What follows belongs to an exercise in optimizing a design on an open flow for small area and a short achievable clock period; a production flow would make more cautious choices. Where RTL was checked, it was by simulation tests only, not by an equivalence proof against the original. Power figures rest on the tool's default switching activity, not on a simulated workload.

==> run a <==
## reflex_core
module reflex_core (
    input wire clk,
    input wire rst_n,
    input wire signed [15:0] z_pos,
    input wire signed [15:0] z_vel,
    input wire signed [15:0] kp_gain,
    input wire signed [15:0] kd_gain,
    input wire signed [15:0] vel_threshold,
    output wire signed [15:0] u_out,
    output reg guardian_active
);
==> flow/config.mk <==
export PLATFORM = sky130hd
export DESIGN_NAME = reflex_core
export DESIGN_NICKNAME = reflex_core
export VERILOG_FILES = /design/flow/design.v
export SDC_FILE = /design/flow/constraint.sdc
export NUM_CORES = 4
export LEC_CHECK = 0
export CAP_MARGIN = 20
export CORE_MARGIN = 2
export CORE_UTILIZATION = 40
export SETUP_SLACK_MARGIN = 3.7
export SLEW_MARGIN = 20
export SYNTH_HIERARCHICAL = 1
==> flow/constraint.sdc <==
create_clock -name core_clock -period 8.0 [get_ports {clk}]
set_input_delay 1.6000 -clock core_clock [delete_from_list [all_inputs] [get_ports {clk}]]
set_output_delay 1.6000 -clock core_clock [all_outputs]
set_load 0.01 [all_outputs]
standard.sh (not shown) runs the stock make flow with config.mk's settings and CLKGATE_MAP_FILE= SYNTH_SCRIPT=/design/flow/synth_recipe.tcl, a recipe that flattens the netlist after the stock synthesis.
==> flow/flow/run.sh <==
#!/bin/bash
set -o pipefail
export BUFFER_PORTS_ARGS="-buffer_cell sky130_fd_sc_hd__buf_1"
bash standard.sh > standard.log 2>&1
status=$?
tail -n 40 standard.log
exit $status
==> inputs of run b, as changes to run a <==
--- a/flow/design.v
+++ b/flow/design.v
@@ -4,19 +4,19 @@
     input wire signed [15:0] z_pos,
     input wire signed [15:0] z_vel,
     input wire signed [15:0] kp_gain,
     input wire signed [15:0] kd_gain,
     input wire signed [15:0] vel_threshold,
     output wire signed [15:0] u_out,
     output reg guardian_active
 );
-    wire [16:0] g_dif = {vel_threshold[15], vel_threshold} - {z_vel[15], z_vel};
-    wire [16:0] g_sum = {z_vel[15], z_vel} + {vel_threshold[15], vel_threshold};
-    wire g = g_dif[16] | (g_sum[16] & ~(vel_threshold == 16'h8000));
+    wire [15:0] g_zx = z_vel ^ {16{z_vel[15]}};
+    wire [16:0] g_cmp = {1'b0, g_zx} + {1'b0, ~vel_threshold} + {16'd0, z_vel[15]};
+    wire g = vel_threshold[15] ? ~((vel_threshold == 16'h8000) & (z_vel == 16'h8000)) : g_cmp[16];
     wire [7:0] bp_one_d, bp_two_d, bp_ngn_d;
     wire [7:0] bd_one_d, bd_two_d, bd_ngn_d;
     assign bp_one_d[0] = ~(kp_gain[0] ^ 1'b0);
     assign bp_two_d[0] = ~((kp_gain[1] & ~kp_gain[0] & ~1'b0) | (~kp_gain[1] & kp_gain[0] & 1'b0));
     assign bp_ngn_d[0] = ~kp_gain[1] & (kp_gain[0] | 1'b0);
     assign bp_one_d[1] = ~(kp_gain[2] ^ kp_gain[1]);
     assign bp_two_d[1] = ~((kp_gain[3] & ~kp_gain[2] & ~kp_gain[1]) | (~kp_gain[3] & kp_gain[2] & kp_gain[1]));
     assign bp_ngn_d[1] = ~kp_gain[3] & (kp_gain[2] | kp_gain[1]);
@@ -1393,44 +1393,65 @@
     wire lp2 = (c984 ^ s985);
     wire lg2 = (c984 & s985);
     wire lp3 = (c986 ^ s987);
     wire lg3 = (c986 & s987);
     wire lp4 = (c988 ^ s989);
     wire lg4 = (c988 & s989);
     wire lp5 = (c990 ^ s991);
     wire lg5 = (c990 & s991);
+    wire lp6 = (c992 ^ s993);
+    wire lg6 = (c992 & s993);
+    wire lp7 = (c994 ^ s995);
+    wire lg7 = (c994 & s995);
+    wire lp8 = (c996 ^ s997);
+    wire lg8 = (c996 & s997);
     wire lpg1_1 = lg1 | (lp1 & lg0);
     wire lpp1_1 = lp1 & lp0;
     wire lpg1_3 = lg3 | (lp3 & lg2);
     wire lpp1_3 = lp3 & lp2;
     wire lpg1_5 = lg5 | (lp5 & lg4);
     wire lpp1_5 = lp5 & lp4;
+    wire lpg1_7 = lg7 | (lp7 & lg6);
+    wire lpp1_7 = lp7 & lp6;
     wire lpg2_2 = lg2 | (lp2 & lpg1_1);
     wire lpp2_2 = lp2 & lpp1_1;
     wire lpg2_3 = lpg1_3 | (lpp1_3 & lpg1_1);
     wire lpp2_3 = lpp1_3 & lpp1_1;
+    wire lpg2_6 = lg6 | (lp6 & lpg1_5);
+    wire lpp2_6 = lp6 & lpp1_5;
+    wire lpg2_7 = lpg1_7 | (lpp1_7 & lpg1_5);
+    wire lpp2_7 = lpp1_7 & lpp1_5;
     wire lpg4_4 = lg4 | (lp4 & lpg2_3);
     wire lpp4_4 = lp4 & lpp2_3;
     wire lpg4_5 = lpg1_5 | (lpp1_5 & lpg2_3);
     wire lpp4_5 = lpp1_5 & lpp2_3;
+    wire lpg4_6 = lpg2_6 | (lpp2_6 & lpg2_3);
+    wire lpp4_6 = lpp2_6 & lpp2_3;
+    wire lpg4_7 = lpg2_7 | (lpp2_7 & lpg2_3);
+    wire lpp4_7 = lpp2_7 & lpp2_3;
+    wire lpg8_8 = lg8 | (lp8 & lpg4_7);
+    wire lpp8_8 = lp8 & lpp4_7;
     wire ls0 = lp0 ^ 1'b0;
     wire ls1 = lp1 ^ lg0;
     wire ls2 = lp2 ^ lpg1_1;
     wire ls3 = lp3 ^ lpg2_2;
     wire ls4 = lp4 ^ lpg2_3;
     wire ls5 = lp5 ^ lpg4_4;
+    wire ls6 = lp6 ^ lpg4_5;
+    wire ls7 = lp7 ^ lpg4_6;
+    wire ls8 = lp8 ^ lpg4_7;
     reg vld_b;
     always @(posedge clk or negedge rst_n)
         if (!rst_n) vld_b <= 1'b0;
         else vld_b <= vld_a;
-    reg [57:0] cs;
-    always @(posedge clk) cs <= {lpg4_5, ls5, ls4, ls3, ls2, ls1, ls0, (dt544 ^ c1042), (c1040 & s1041), (c1040 ^ s1041), (c1038 & s1039), (c1038 ^ s1039), (c1036 & s1037), (c1036 ^ s1037), (c1034 & s1035), (c1034 ^ s1035), (c1032 & s1033), (c1032 ^ s1033), (c1030 & s1031), (c1030 ^ s1031), (c1028 & s1029), (c1028 ^ s1029), (c1026 & s1027), (c1026 ^ s1027), (c1024 & s1025), (c1024 ^ s1025), (c1022 & s1023), (c1022 ^ s1023), (c1020 & s1021), (c1020 ^ s1021), (c1018 & s1019), (c1018 ^ s1019), (c1016 & s1017), (c1016 ^ s1017), (c1014 & s1015), (c1014 ^ s1015), (c1012 & s1013), (c1012 ^ s1013), (c1010 & s1011), (c1010 ^ s1011), (c1008 & s1009), (c1008 ^ s1009), (c1006 & s1007), (c1006 ^ s1007), (c1004 & s1005), (c1004 ^ s1005), (c1002 & s1003), (c1002 ^ s1003), (c1000 & s1001), (c1000 ^ s1001), (c998 & s999), (c998 ^ s999), (c996 & s997), (c996 ^ s997), (c994 & s995), (c994 ^ s995), (c992 & s993), (c992 ^ s993)};
-    wire [31:0] rp = {cs[50], cs[48], cs[46], cs[44], cs[42], cs[40], cs[38], cs[36], cs[34], cs[32], cs[30], cs[28], cs[26], cs[24], cs[22], cs[20], cs[18], cs[16], cs[14], cs[12], cs[10], cs[8], cs[6], cs[4], cs[2], cs[0], 1'b0, 1'b0, 1'b0, 1'b0, 1'b0, 1'b0};
-    wire [31:0] rg = {1'b0, cs[49], cs[47], cs[45], cs[43], cs[41], cs[39], cs[37], cs[35], cs[33], cs[31], cs[29], cs[27], cs[25], cs[23], cs[21], cs[19], cs[17], cs[15], cs[13], cs[11], cs[9], cs[7], cs[5], cs[3], cs[1], cs[57], 1'b0, 1'b0, 1'b0, 1'b0, 1'b0};
+    reg [54:0] cs;
+    always @(posedge clk) cs <= {lpg8_8, ls8, ls7, ls6, ls5, ls4, ls3, ls2, ls1, ls0, (dt544 ^ c1042), (c1040 & s1041), (c1040 ^ s1041), (c1038 & s1039), (c1038 ^ s1039), (c1036 & s1037), (c1036 ^ s1037), (c1034 & s1035), (c1034 ^ s1035), (c1032 & s1033), (c1032 ^ s1033), (c1030 & s1031), (c1030 ^ s1031), (c1028 & s1029), (c1028 ^ s1029), (c1026 & s1027), (c1026 ^ s1027), (c1024 & s1025), (c1024 ^ s1025), (c1022 & s1023), (c1022 ^ s1023), (c1020 & s1021), (c1020 ^ s1021), (c1018 & s1019), (c1018 ^ s1019), (c1016 & s1017), (c1016 ^ s1017), (c1014 & s1015), (c1014 ^ s1015), (c1012 & s1013), (c1012 ^ s1013), (c1010 & s1011), (c1010 ^ s1011), (c1008 & s1009), (c1008 ^ s1009), (c1006 & s1007), (c1006 ^ s1007), (c1004 & s1005), (c1004 ^ s1005), (c1002 & s1003), (c1002 ^ s1003), (c1000 & s1001), (c1000 ^ s1001), (c998 & s999), (c998 ^ s999)};
+    wire [31:0] rp = {cs[44], cs[42], cs[40], cs[38], cs[36], cs[34], cs[32], cs[30], cs[28], cs[26], cs[24], cs[22], cs[20], cs[18], cs[16], cs[14], cs[12], cs[10], cs[8], cs[6], cs[4], cs[2], cs[0], 1'b0, 1'b0, 1'b0, 1'b0, 1'b0, 1'b0, 1'b0, 1'b0, 1'b0};
+    wire [31:0] rg = {1'b0, cs[43], cs[41], cs[39], cs[37], cs[35], cs[33], cs[31], cs[29], cs[27], cs[25], cs[23], cs[21], cs[19], cs[17], cs[15], cs[13], cs[11], cs[9], cs[7], cs[5], cs[3], cs[1], cs[54], 1'b0, 1'b0, 1'b0, 1'b0, 1'b0, 1'b0, 1'b0, 1'b0};
     wire [31:0] rk = ~(rp | rg);
     wire pg0_1 = rg[1] | (rp[1] & rg[0]);
     wire pp0_1 = rp[1] & rp[0];
     wire pg0_3 = rg[3] | (rp[3] & rg[2]);
     wire pp0_3 = rp[3] & rp[2];
     wire pg0_5 = rg[5] | (rp[5] & rg[4]);
     wire pp0_5 = rp[5] & rp[4];
     wire pg0_7 = rg[7] | (rp[7] & rg[6]);
@@ -1605,17 +1626,17 @@
     assign c[24] = pg4_23;
     assign c[25] = pg4_24;
     assign c[26] = pg4_25;
     assign c[27] = pg4_26;
     assign c[28] = pg4_27;
     assign c[29] = pg4_28;
     assign c[30] = pg4_29;
     assign c[31] = pg4_30;
-    wire [31:0] r = {rp[31] ^ c[31], rp[30] ^ c[30], rp[29] ^ c[29], rp[28] ^ c[28], rp[27] ^ c[27], rp[26] ^ c[26], rp[25] ^ c[25], rp[24] ^ c[24], rp[23] ^ c[23], rp[22] ^ c[22], rp[21] ^ c[21], rp[20] ^ c[20], rp[19] ^ c[19], rp[18] ^ c[18], rp[17] ^ c[17], rp[16] ^ c[16], rp[15] ^ c[15], rp[14] ^ c[14], rp[13] ^ c[13], rp[12] ^ c[12], rp[11] ^ c[11], rp[10] ^ c[10], rp[9] ^ c[9], rp[8] ^ c[8], rp[7] ^ c[7], rp[6] ^ c[6], cs[56], cs[55], cs[54], cs[53], cs[52], cs[51]};
+    wire [31:0] r = {rp[31] ^ c[31], rp[30] ^ c[30], rp[29] ^ c[29], rp[28] ^ c[28], rp[27] ^ c[27], rp[26] ^ c[26], rp[25] ^ c[25], rp[24] ^ c[24], rp[23] ^ c[23], rp[22] ^ c[22], rp[21] ^ c[21], rp[20] ^ c[20], rp[19] ^ c[19], rp[18] ^ c[18], rp[17] ^ c[17], rp[16] ^ c[16], rp[15] ^ c[15], rp[14] ^ c[14], rp[13] ^ c[13], rp[12] ^ c[12], rp[11] ^ c[11], rp[10] ^ c[10], rp[9] ^ c[9], cs[53], cs[52], cs[51], cs[50], cs[49], cs[48], cs[47], cs[46], cs[45]};
     wire z_hi = ~(rp[11] ^ c[11]) & ~(~rk[11] ^ rp[12]) & ~(~rk[12] ^ rp[13]) & ~(~rk[13] ^ rp[14]) & ~(~rk[14] ^ rp[15]) & ~(~rk[15] ^ rp[16]) & ~(~rk[16] ^ rp[17]) & ~(~rk[17] ^ rp[18]) & ~(~rk[18] ^ rp[19]) & ~(~rk[19] ^ rp[20]) & ~(~rk[20] ^ rp[21]) & ~(~rk[21] ^ rp[22]) & ~(~rk[22] ^ rp[23]) & ~(~rk[23] ^ rp[24]) & ~(~rk[24] ^ rp[25]) & ~(~rk[25] ^ rp[26]) & ~(~rk[26] ^ rp[27]) & ~(~rk[27] ^ rp[28]) & ~(~rk[28] ^ rp[29]) & ~(~rk[29] ^ rp[30]) & ~(~rk[30] ^ rp[31]);
     wire o_hi = (rp[11] ^ c[11]) & ~(rg[11] ^ ~rp[12]) & ~(rg[12] ^ ~rp[13]) & ~(rg[13] ^ ~rp[14]) & ~(rg[14] ^ ~rp[15]) & ~(rg[15] ^ ~rp[16]) & ~(rg[16] ^ ~rp[17]) & ~(rg[17] ^ ~rp[18]) & ~(rg[18] ^ ~rp[19]) & ~(rg[19] ^ ~rp[20]) & ~(rg[20] ^ ~rp[21]) & ~(rg[21] ^ ~rp[22]) & ~(rg[22] ^ ~rp[23]) & ~(rg[23] ^ ~rp[24]) & ~(rg[24] ^ ~rp[25]) & ~(rg[25] ^ ~rp[26]) & ~(rg[26] ^ ~rp[27]) & ~(rg[27] ^ ~rp[28]) & ~(rg[28] ^ ~rp[29]) & ~(rg[29] ^ ~rp[30]) & ~(rg[30] ^ ~rp[31]);
     wire gt2000 = (&r[10:5]) | ((r[10:4] == 7'b1111101) & (|r[3:0]));
     wire lt48 = ~(|r[10:6]) & ~(r[5] & r[4]);
     wire fits = z_hi | o_hi;
     wire sat_hi = fits ? (z_hi & gt2000) : ~r[31];
     wire sat_lo = fits ? (o_hi & lt48) : r[31];
     assign u_out = ~vld_b ? 16'd0 : sat_hi ? 16'd2000 : sat_lo ? 16'hf830 : r[15:0];
SETUP_SLACK_MARGIN = 3.5   (was 3.7)
==> inputs of run c, as changes to run a <==
==> flow/flow/run.sh (replaced) <==
#!/bin/bash
set -o pipefail
export BUFFER_PORTS_ARGS="-buffer_cell sky130_fd_sc_hd__buf_1"
export CTS_ARGS="-sink_clustering_enable -sink_clustering_size 40 -sink_clustering_max_diameter 150 -repair_clock_nets -root_buf sky130_fd_sc_hd__clkbuf_16 -buf_list sky130_fd_sc_hd__clkbuf_16"
bash standard.sh > standard.log 2>&1
status=$?
tail -n 40 standard.log
exit $status
SETUP_SLACK_MARGIN = 3.5   (was 3.7)
==> inputs of run d, as changes to run a <==
--- a/flow/design.v
+++ b/flow/design.v
@@ -4,19 +4,19 @@
     input wire signed [15:0] z_pos,
     input wire signed [15:0] z_vel,
     input wire signed [15:0] kp_gain,
     input wire signed [15:0] kd_gain,
     input wire signed [15:0] vel_threshold,
     output wire signed [15:0] u_out,
     output reg guardian_active
 );
-    wire [16:0] g_dif = {vel_threshold[15], vel_threshold} - {z_vel[15], z_vel};
-    wire [16:0] g_sum = {z_vel[15], z_vel} + {vel_threshold[15], vel_threshold};
-    wire g = g_dif[16] | (g_sum[16] & ~(vel_threshold == 16'h8000));
+    wire [15:0] g_zx = z_vel ^ {16{z_vel[15]}};
+    wire [16:0] g_cmp = {1'b0, g_zx} + {1'b0, ~vel_threshold} + {16'd0, z_vel[15]};
+    wire g = vel_threshold[15] ? ~((vel_threshold == 16'h8000) & (z_vel == 16'h8000)) : g_cmp[16];
     wire [7:0] bp_one_d, bp_two_d, bp_ngn_d;
     wire [7:0] bd_one_d, bd_two_d, bd_ngn_d;
     assign bp_one_d[0] = ~(kp_gain[0] ^ 1'b0);
     assign bp_two_d[0] = ~((kp_gain[1] & ~kp_gain[0] & ~1'b0) | (~kp_gain[1] & kp_gain[0] & 1'b0));
     assign bp_ngn_d[0] = ~kp_gain[1] & (kp_gain[0] | 1'b0);
     assign bp_one_d[1] = ~(kp_gain[2] ^ kp_gain[1]);
     assign bp_two_d[1] = ~((kp_gain[3] & ~kp_gain[2] & ~kp_gain[1]) | (~kp_gain[3] & kp_gain[2] & kp_gain[1]));
     assign bp_ngn_d[1] = ~kp_gain[3] & (kp_gain[2] | kp_gain[1]);
==> summary.txt <==
In run c the synthesized area is higher than in run b, by 1.6%.
Total power, highest first: run d, run c, run a, run b.
Run a produced a clean layout. Run d went through all stages and came out clean. Run b completed with no timing, DRC or antenna violations. Run c finished clean.
Non-clock buffer count: run b < run a < run c < run d.
Maximum frequency: run a < run c < run b < run d.
Via count: run b < run d < run c < run a.
For run a and run c, only the layout was checked, not whether the RTL still works.

[re-timing with driven ports]
No port has a modelled driver above. Below, the same layouts with a new extraction and two added sets of constraints. Step 1 (the two cells are an assumption about what drives the block):
set clk [get_ports {clk}]
set_driving_cell -lib_cell sky130_fd_sc_hd__clkbuf_16 $clk
set_driving_cell -lib_cell sky130_fd_sc_hd__buf_2 [delete_from_list [all_inputs] $clk]
Step 2 moves the port delays by t, midway between the first and last clock arrival at a register: inputs arrive t later, outputs are due t later. That takes back most of the time a late clock gives input paths. Slacks: ideal ports / drivers / drivers and shift; pairs: ideal ports / drivers.
run | t, ns | slack for setup (ns) | worst data-port slew with drivers (ns)
run a | 0.482 | 3.389 / 3.342 / 3.663 | 0.09
run b | 0.482 | 3.597 / 3.549 / 3.614 | 0.05
run c | 0.486 | 3.395 / 3.346 / 3.578 | 0.04
run d | 0.494 | 3.661 / 3.612 / 3.685 | 0.04
After both steps every run listed still meets setup and hold.
